What follows belongs to an exercise in optimizing a design on an open flow for small area, a short achievable clock period and few clock cycles per item; a production flow would make more cautious choices. RTL that was checked went through simulation tests only; none was proved equivalent to the original. Power and IR drop assume default switching activity.

==> flow/design.v (excerpt) <==
module vector_divider #(
    parameter RAM_SIZE = 10,
    parameter N = 5,
    parameter NBITS = 32
)(
    input clock,
    input reset,
    output [RAM_SIZE-1:0] Addr,
    output [NBITS-1:0] Wdata,
    input [NBITS-1:0] Rdata,
    input [RAM_SIZE-1:0] Ndata,
    output Wenable,
    input startvd,
    output reg busyvd
);
localparam RX = 4;            
localparam XW = 32 + RX;      
localparam [3:0] IDLE = 4'b1000,
                 P1   = 4'b1001,    
                 P2   = 4'b1010,    
                 E    = 4'b1011,    
                 C1   = 4'b0000,    
                 C2   = 4'b1100,    
                 W1   = 4'b1101,    
                 D1   = 4'b0100,    
                 W2   = 4'b0101;    
reg [3:0] state, nstate;
reg first;
reg [8:0] h;
reg [31:0] R;
reg [32:0] Q;                           
reg [XW-1:0] X;
wire [31:0] diff;
wire nb;
cmpsub #(.W(32)) u_sub (.a(R), .b(X[31:0]), .d(diff), .c(nb));
wire ge = nb & ~|X[XW-1:32];
wire ph1 = (state == D1) | (state == P1);
wire shl = ge & ~((state == P1) & Q[4]);  
wire [8:0] hd = h - 9'd1;
wire last = (h == 9'd0);                
wire done2 = Q[31];
wire xld = (state == C1);
wire xsl = ~xld & ph1 & shl;
wire xsr = ~xld & ~(ph1 & shl);
wire alo = state[3];
wire we = state[2];
assign Addr = {we ? h : hd, alo};
assign Wdata = alo ? R : Q[31:0];
assign Wenable = we & ~first;
always @(*) begin
    nstate = state;
    case (state)
        IDLE: if (startvd) nstate = E;
        C1:   nstate = C2;
        C2:   nstate = D1;
        D1:   nstate = shl ? P1 : E;
        P1:   if (!shl) nstate = P2;
        P2:   if (done2) nstate = last ? W1 : C1;
        E:    nstate = last ? W1 : C1;
        W1:   nstate = W2;
        W2:   nstate = IDLE;
        default: nstate = IDLE;
    endcase
end
always @(posedge clock) begin
    if (reset) begin
        state <= IDLE;
        first <= 1'b0;
        busyvd <= 1'b0;
    end else begin
        state <= nstate;
        busyvd <= (nstate != IDLE);
        if (state == IDLE) begin
            h <= Ndata[8:0];
            first <= 1'b1;
  ...
==> module vector_divider, before the edit <==
module vector_divider #(
    parameter RAM_SIZE = 10,
    parameter N = 5,
    parameter NBITS = 32
)(
    input clock,
    input reset,
    output [RAM_SIZE-1:0] Addr,
    output [NBITS-1:0] Wdata,
    input [NBITS-1:0] Rdata,
    input [RAM_SIZE-1:0] Ndata,
    output Wenable,
    input startvd,
    output reg busyvd
);
localparam RX = 4;            
localparam XW = 32 + RX;      
localparam [3:0] IDLE = 4'b1000,
                 P1   = 4'b1001,    
                 P2   = 4'b1010,    
                 E    = 4'b1011,    
                 C1   = 4'b0000,    
                 C2   = 4'b1100,    
                 W1   = 4'b1101,    
                 D1   = 4'b0100,    
                 W2   = 4'b0101;    
reg [3:0] state, nstate;
reg first;
reg [8:0] h;
reg [31:0] R;
reg [32:0] Q;                           
reg [XW-1:0] X;
wire [31:0] diff;
wire nb;
cmpsub #(.W(32)) u_sub (.a(R), .b(X[31:0]), .d(diff), .c(nb));
wire ge = nb & ~|X[XW-1:32];
wire ph1 = (state == D1) | (state == P1);
wire shl = ge & ~((state == P1) & Q[4]);  
wire [8:0] hd = h - 9'd1;
wire last = (h == 9'd0);                
wire done2 = Q[31];
wire xld = (state == C1);
wire xsl = ~xld & ph1 & shl;
wire xsr = ~xld & ~(ph1 & shl);
wire alo = state[3];
wire we = state[2];
assign Addr = {we ? h : hd, alo};
assign Wdata = alo ? R : Q[31:0];
assign Wenable = we & ~first;
always @(*) begin
    nstate = state;
    case (state)
        IDLE: if (startvd) nstate = E;
        C1:   nstate = C2;
        C2:   nstate = D1;
        D1:   nstate = shl ? P1 : E;
        P1:   if (!shl) nstate = P2;
        P2:   if (done2) nstate = last ? W1 : C1;
        E:    nstate = last ? W1 : C1;
        W1:   nstate = W2;
        W2:   nstate = IDLE;
        default: nstate = IDLE;
    endcase
end
always @(posedge clock) begin
    if (reset) begin
        state <= IDLE;
        first <= 1'b0;
        busyvd <= 1'b0;
    end else begin
        state <= nstate;
        busyvd <= (nstate != IDLE);
        if (state == IDLE) begin
            h <= Ndata[8:0];
            first <= 1'b1;
        end
        if (state == D1) begin
            h <= hd;
            first <= 1'b0;
        end
    end
end
always @(posedge clock) begin
    X <= ({XW{xld}} & {{RX-1{1'b0}}, Rdata, 1'b0})
       | ({XW{xsl}} & {X[XW-1-RX:0], {RX{1'b0}}})
       | ({XW{xsr}} & {1'b0, X[XW-1:1]});
    if (state == C2)
        R <= Rdata;
    else if (state == P2 && ge)
        R <= diff;
    if (state == D1)
        Q <= 33'h100000000;
    else if (state == P1)
        Q <= {4'd0, Q[32:4]};
    else if (state == P2)
        Q <= {Q[31:0], ge};
end
endmodule
Settings: LEC_CHECK=0, CAP_MARGIN=20, CORE_MARGIN=2, CORE_UTILIZATION=40, CTS_BUF_LIST=sky130_fd_sc_hd__clkbuf_8, SETUP_SLACK_MARGIN=1.3, SLEW_MARGIN=20; clock period 4.5 ns.
standard.sh (not shown) runs the stock make flow with config.mk's settings and CLKGATE_MAP_FILE= SYNTH_SCRIPT=/design/flow/synth_recipe.tcl, a recipe that flattens the netlist after the stock synthesis.
==> flow/flow/run.sh <==
#!/bin/bash
cd "$(dirname "$0")/.."
export BUFFER_PORTS_ARGS="-buffer_cell sky130_fd_sc_hd__buf_1"
export CTS_ARGS="-sink_clustering_enable -repair_clock_nets -buf_list sky130_fd_sc_hd__clkbuf_8 -dont_use_dummy_load"
export REMOVE_ABC_BUFFERS=1
bash standard.sh > standard_run.log 2>&1
Edit:
--- a/flow/design.v
+++ b/flow/design.v
@@ -148,30 +148,27 @@
 reg [3:0] state, nstate;
 reg first;
 reg [8:0] h;
-reg [31:0] R;
-reg [32:0] Q;                           
+reg [31:0] R, Q;
 reg [XW-1:0] X;
+reg [5:0] j;
 wire [31:0] diff;
 wire nb;
 cmpsub #(.W(32)) u_sub (.a(R), .b(X[31:0]), .d(diff), .c(nb));
 wire ge = nb & ~|X[XW-1:32];
 wire ph1 = (state == D1) | (state == P1);
-wire shl = ge & ~((state == P1) & Q[4]);  
-wire [8:0] hd = h - 9'd1;
-wire last = (h == 9'd0);                
-wire done2 = Q[31];
-wire xld = (state == C1);
-wire xsl = ~xld & ph1 & shl;
-wire xsr = ~xld & ~(ph1 & shl);
+wire shl = ge & ~j[5];                  
+wire [8:0] h1 = h + 9'd1;
+wire last = (h1 == Ndata[8:0]);         
+wire done2 = (j == 6'd0);
 wire alo = state[3];
 wire we = state[2];
-assign Addr = {we ? h : hd, alo};
-assign Wdata = alo ? R : Q[31:0];
+assign Addr = {we ? h : h1, alo};
+assign Wdata = alo ? R : Q;
 assign Wenable = we & ~first;
 always @(*) begin
     nstate = state;
     case (state)
-        IDLE: if (startvd) nstate = E;
+        IDLE: if (startvd) nstate = C1;
         C1:   nstate = C2;
         C2:   nstate = D1;
         D1:   nstate = shl ? P1 : E;
@@ -186,34 +183,42 @@
 always @(posedge clock) begin
     if (reset) begin
         state <= IDLE;
+        h <= 9'h1ff;
         first <= 1'b0;
         busyvd <= 1'b0;
     end else begin
         state <= nstate;
         busyvd <= (nstate != IDLE);
-        if (state == IDLE) begin
-            h <= Ndata[8:0];
+        if (state == IDLE && startvd)
             first <= 1'b1;
-        end
         if (state == D1) begin
-            h <= hd;
+            h <= h1;
             first <= 1'b0;
         end
+        if (state == W2)
+            h <= 9'h1ff;
     end
 end
 always @(posedge clock) begin
-    X <= ({XW{xld}} & {{RX-1{1'b0}}, Rdata, 1'b0})
-       | ({XW{xsl}} & {X[XW-1-RX:0], {RX{1'b0}}})
-       | ({XW{xsr}} & {1'b0, X[XW-1:1]});
+    if (state == C1)
+        X <= {{RX-1{1'b0}}, Rdata, 1'b0};
+    else if (ph1 && shl)
+        X <= {X[XW-1-RX:0], {RX{1'b0}}};
+    else
+        X <= {1'b0, X[XW-1:1]};
     if (state == C2)
         R <= Rdata;
     else if (state == P2 && ge)
         R <= diff;
     if (state == D1)
-        Q <= 33'h100000000;
-    else if (state == P1)
-        Q <= {4'd0, Q[32:4]};
+        Q <= 32'd0;
     else if (state == P2)
-        Q <= {Q[31:0], ge};
+        Q <= {Q[30:0], ge};
+    if (state == C1)
+        j <= 6'd1;
+    else if (ph1 && shl)
+        j <= j + RX;
+    else
+        j <= j - 6'd1;
 end
 endmodule
Effect: The changed run completed with no timing, DRC or antenna violations. Non-clock buffer count came out lower by 2. Wire length hardly moves. Die area is higher by 5.0%. Sequential cell count climbs by 5. Utilization decreases by 1.5 points. Global-route usage barely changes. Clock-buffer cell count stays the same. Via count grows by 4.0%. Hold slack gets worse by 0.0059 ns. Cell area climbs by 1.4%. Synthesized cell count goes up by 13%. Clock power is higher by about 0.9%.
Testbench counts after the change, summed over its fixed seeds: cycles 7,930, items 700.
Function not checked in the first run of this note: the RTL went through the layout flow alone.

* * *

## job 4428
Another version of the RTL of vector_divider (not shown whole).
Size in the first run: roughly 850 cells after synthesis, roughly 120 flip-flops, ~89 I/O pins.
==> module vector_divider, before the edit <==
module vector_divider #(
    parameter RAM_SIZE = 10,
    parameter N = 5,
    parameter NBITS = 32
)(
    input clock,
    input reset,
    output reg [RAM_SIZE-1:0] Addr,
    output [NBITS-1:0] Wdata,
    input [NBITS-1:0] Rdata,
    input [RAM_SIZE-1:0] Ndata,
    output reg Wenable,
    input startvd,
    output reg busyvd
);
localparam RX = 4;            
localparam XW = 32 + RX;      
localparam [3:0] IDLE = 4'd0,
                 C1   = 4'd1,    
                 C2   = 4'd2,    
                 D1   = 4'd3,    
                 P1   = 4'd4,    
                 P2   = 4'd5,    
                 E    = 4'd6,    
                 W1   = 4'd7,    
                 W2   = 4'd8;    
reg [3:0] state, nstate;
reg first, wsel;
reg [31:0] R, Q;
reg [XW-1:0] X;
reg [5:0] j;
wire [31:0] diff;
wire nb;
cmpsub #(.W(32)) u_sub (.a(R), .b(X[31:0]), .d(diff), .c(nb));
wire ge = nb & ~|X[XW-1:32];
wire ph1 = (state == D1) | (state == P1);
wire shl = ge & ~j[5];                  
wire last = (Addr[9:1] == Ndata[8:0]);  
wire done2 = (j == 6'd0);
assign Wdata = wsel ? Q : R;
always @(*) begin
    nstate = state;
    case (state)
        IDLE: if (startvd) nstate = C1;
        C1:   nstate = C2;
        C2:   nstate = D1;
        D1:   nstate = shl ? P1 : E;
        P1:   if (!shl) nstate = P2;
        P2:   if (done2) nstate = last ? W1 : C1;
        E:    nstate = last ? W1 : C1;
        W1:   nstate = W2;
        default: nstate = IDLE;
    endcase
end
always @(posedge clock) begin
    if (reset) begin
        state <= IDLE;
        Addr <= 10'd1;
        first <= 1'b0;
        busyvd <= 1'b0;
        Wenable <= 1'b0;
        wsel <= 1'b0;
    end else begin
        state <= nstate;
        busyvd <= (nstate != IDLE);
        wsel <= (nstate == D1) | (nstate == W2);
        Wenable <= ((nstate == C2) | (nstate == D1)) & ~first | (nstate == W1) | (nstate == W2);
        case (state)
            IDLE: if (startvd) begin
                Addr <= Addr - 10'd1;
                first <= 1'b1;
            end
            C1: Addr <= Addr - 10'd1;
            C2: Addr <= Addr - 10'd1;
            D1: begin
                Addr <= Addr + 10'd5;
                first <= 1'b0;
            end
            P2: if (done2) Addr <= last ? Addr - 10'd2 : Addr - 10'd1;
            E:  Addr <= last ? Addr - 10'd2 : Addr - 10'd1;
            W1: Addr <= Addr - 10'd1;
            W2: Addr <= 10'd1;
            default: ;
        endcase
    end
end
always @(posedge clock) begin
    if (state == C1)
        X <= {{RX-1{1'b0}}, Rdata, 1'b0};
    else if (ph1 && shl)
        X <= {X[XW-1-RX:0], {RX{1'b0}}};
    else
        X <= {1'b0, X[XW-1:1]};
    if (state == C2)
        R <= Rdata;
    else if (state == P2 && ge)
        R <= diff;
    if (state == D1)
        Q <= 32'd0;
    else if (state == P2)
        Q <= {Q[30:0], ge};
    if (state == C1)
        j <= 6'd1;
    else if (ph1 && shl)
        j <= j + RX;
    else
        j <= j - 6'd1;
end
endmodule
clock: 4.5 ns
lec_check: 0
cap_margin: 20
core_margin: 2
core_utilization: 40
cts_buf_list: sky130_fd_sc_hd__clkbuf_8
setup_slack_margin: 1.3
slew_margin: 20
==> flow/flow/run.sh <==
#!/bin/bash
cd "$(dirname "$0")/.."
cp standard.sh standard_sh_copy.log
export BUFFER_PORTS_ARGS="-buffer_cell sky130_fd_sc_hd__buf_1"
bash standard.sh > standard_run.log 2>&1
Testbench counts of job 4428, summed over its fixed seeds: cycles 7,930, items 700.
Modified inputs, job 3069 compared to job 4428
--- a/flow/design.v
+++ b/flow/design.v
@@ -123,13 +123,13 @@
     parameter RAM_SIZE = 10,
     parameter N = 5,
     parameter NBITS = 32
 )(
     input clock,
     input reset,
-    output reg [RAM_SIZE-1:0] Addr,
+    output [RAM_SIZE-1:0] Addr,
     output [NBITS-1:0] Wdata,
     input [NBITS-1:0] Rdata,
     input [RAM_SIZE-1:0] Ndata,
     output reg Wenable,
     input startvd,
     output reg busyvd
@@ -143,24 +143,27 @@
                  P1   = 4'd4,    
                  P2   = 4'd5,    
                  E    = 4'd6,    
                  W1   = 4'd7,    
                  W2   = 4'd8;    
 reg [3:0] state, nstate;
-reg first, wsel;
+reg first, wsel, ainc, alo;
+reg [8:0] h;
 reg [31:0] R, Q;
 reg [XW-1:0] X;
 reg [5:0] j;
 wire [31:0] diff;
 wire nb;
 cmpsub #(.W(32)) u_sub (.a(R), .b(X[31:0]), .d(diff), .c(nb));
 wire ge = nb & ~|X[XW-1:32];
 wire ph1 = (state == D1) | (state == P1);
 wire shl = ge & ~j[5];                  
-wire last = (Addr[9:1] == Ndata[8:0]);  
+wire [8:0] h1 = h + 9'd1;
+wire last = (h1 == Ndata[8:0]);         
 wire done2 = (j == 6'd0);
+assign Addr = {ainc ? h1 : h, alo};
 assign Wdata = wsel ? Q : R;
 always @(*) begin
     nstate = state;
     case (state)
         IDLE: if (startvd) nstate = C1;
         C1:   nstate = C2;
@@ -173,39 +176,34 @@
         default: nstate = IDLE;
     endcase
 end
 always @(posedge clock) begin
     if (reset) begin
         state <= IDLE;
-        Addr <= 10'd1;
+        h <= 9'h1ff;
         first <= 1'b0;
         busyvd <= 1'b0;
         Wenable <= 1'b0;
         wsel <= 1'b0;
+        ainc <= 1'b1;
+        alo <= 1'b1;
     end else begin
         state <= nstate;
         busyvd <= (nstate != IDLE);
         wsel <= (nstate == D1) | (nstate == W2);
         Wenable <= ((nstate == C2) | (nstate == D1)) & ~first | (nstate == W1) | (nstate == W2);
-        case (state)
-            IDLE: if (startvd) begin
-                Addr <= Addr - 10'd1;
-                first <= 1'b1;
-            end
-            C1: Addr <= Addr - 10'd1;
-            C2: Addr <= Addr - 10'd1;
-            D1: begin
-                Addr <= Addr + 10'd5;
-                first <= 1'b0;
-            end
-            P2: if (done2) Addr <= last ? Addr - 10'd2 : Addr - 10'd1;
-            E:  Addr <= last ? Addr - 10'd2 : Addr - 10'd1;
-            W1: Addr <= Addr - 10'd1;
-            W2: Addr <= 10'd1;
-            default: ;
-        endcase
+        ainc <= ~((nstate == C2) | (nstate == D1) | (nstate == W1) | (nstate == W2));
+        alo <= ~((nstate == C1) | (nstate == D1) | (nstate == W2));
+        if (state == IDLE && startvd)
+            first <= 1'b1;
+        if (state == D1) begin
+            h <= h1;
+            first <= 1'b0;
+        end
+        if (state == W2)
+            h <= 9'h1ff;
     end
 end
 always @(posedge clock) begin
     if (state == C1)
         X <= {{RX-1{1'b0}}, Rdata, 1'b0};
     else if (ph1 && shl)
==> summary.txt <==
- | max-slew headroom at the worst pin | higher: job 3069 |
- Job 3069 vs job 4428 — total power draw dropped 0.17 mW.
- Going from job 4428 to job 3069, first-iteration DRC count shrank by a few percent.
- Number of clock-tree buffers in the layout came out lower on job 3069 than on job 4428.
- Post-synthesis share of cell area spent on xor and xnor gates: higher on job 3069
- Non-clock buffer instance count of the final layout in job 3069 is 6.4% above job 4428.
Only the layout flow was run in job 3069; the RTL was not checked for function there.

-- afterwards: timing with drivers on the ports --
In the flow no input, the clock included, has a driving cell. The finished layouts below were timed again as built, in two steps. Step 1 assumes that a clkbuf_16 drives the clock port and a buf_2 every other input. Step 2 times the ports against the registers' clock, not the clock port: input delays grow and output delays shrink by t, the midpoint of the rising clock arrivals with the driver on. a / b / c = no drivers / after step 1 / after step 2; a / b = the first two.
| run | t (ns) | slack for setup (ns) | worst data-port slew with drivers (ns) | cell pins on the clock port's net |
|---|---|---|---|---|
| the first run of note 1 | 0.469 | 1.181 / 1.181 / 1.181 | 0.04 | 1 |
| the second run of note 1 | 0.477 | 1.427 / 1.427 / 1.427 | 0.05 | 1 |
| job 4428 | 0.486 | 1.253 / 1.253 / 1.253 | 0.04 | 1 |
| job 3069 | 0.492 | 1.359 / 1.359 / 1.359 | 0.05 | 1 |
After both steps setup and hold are still met in every run listed.
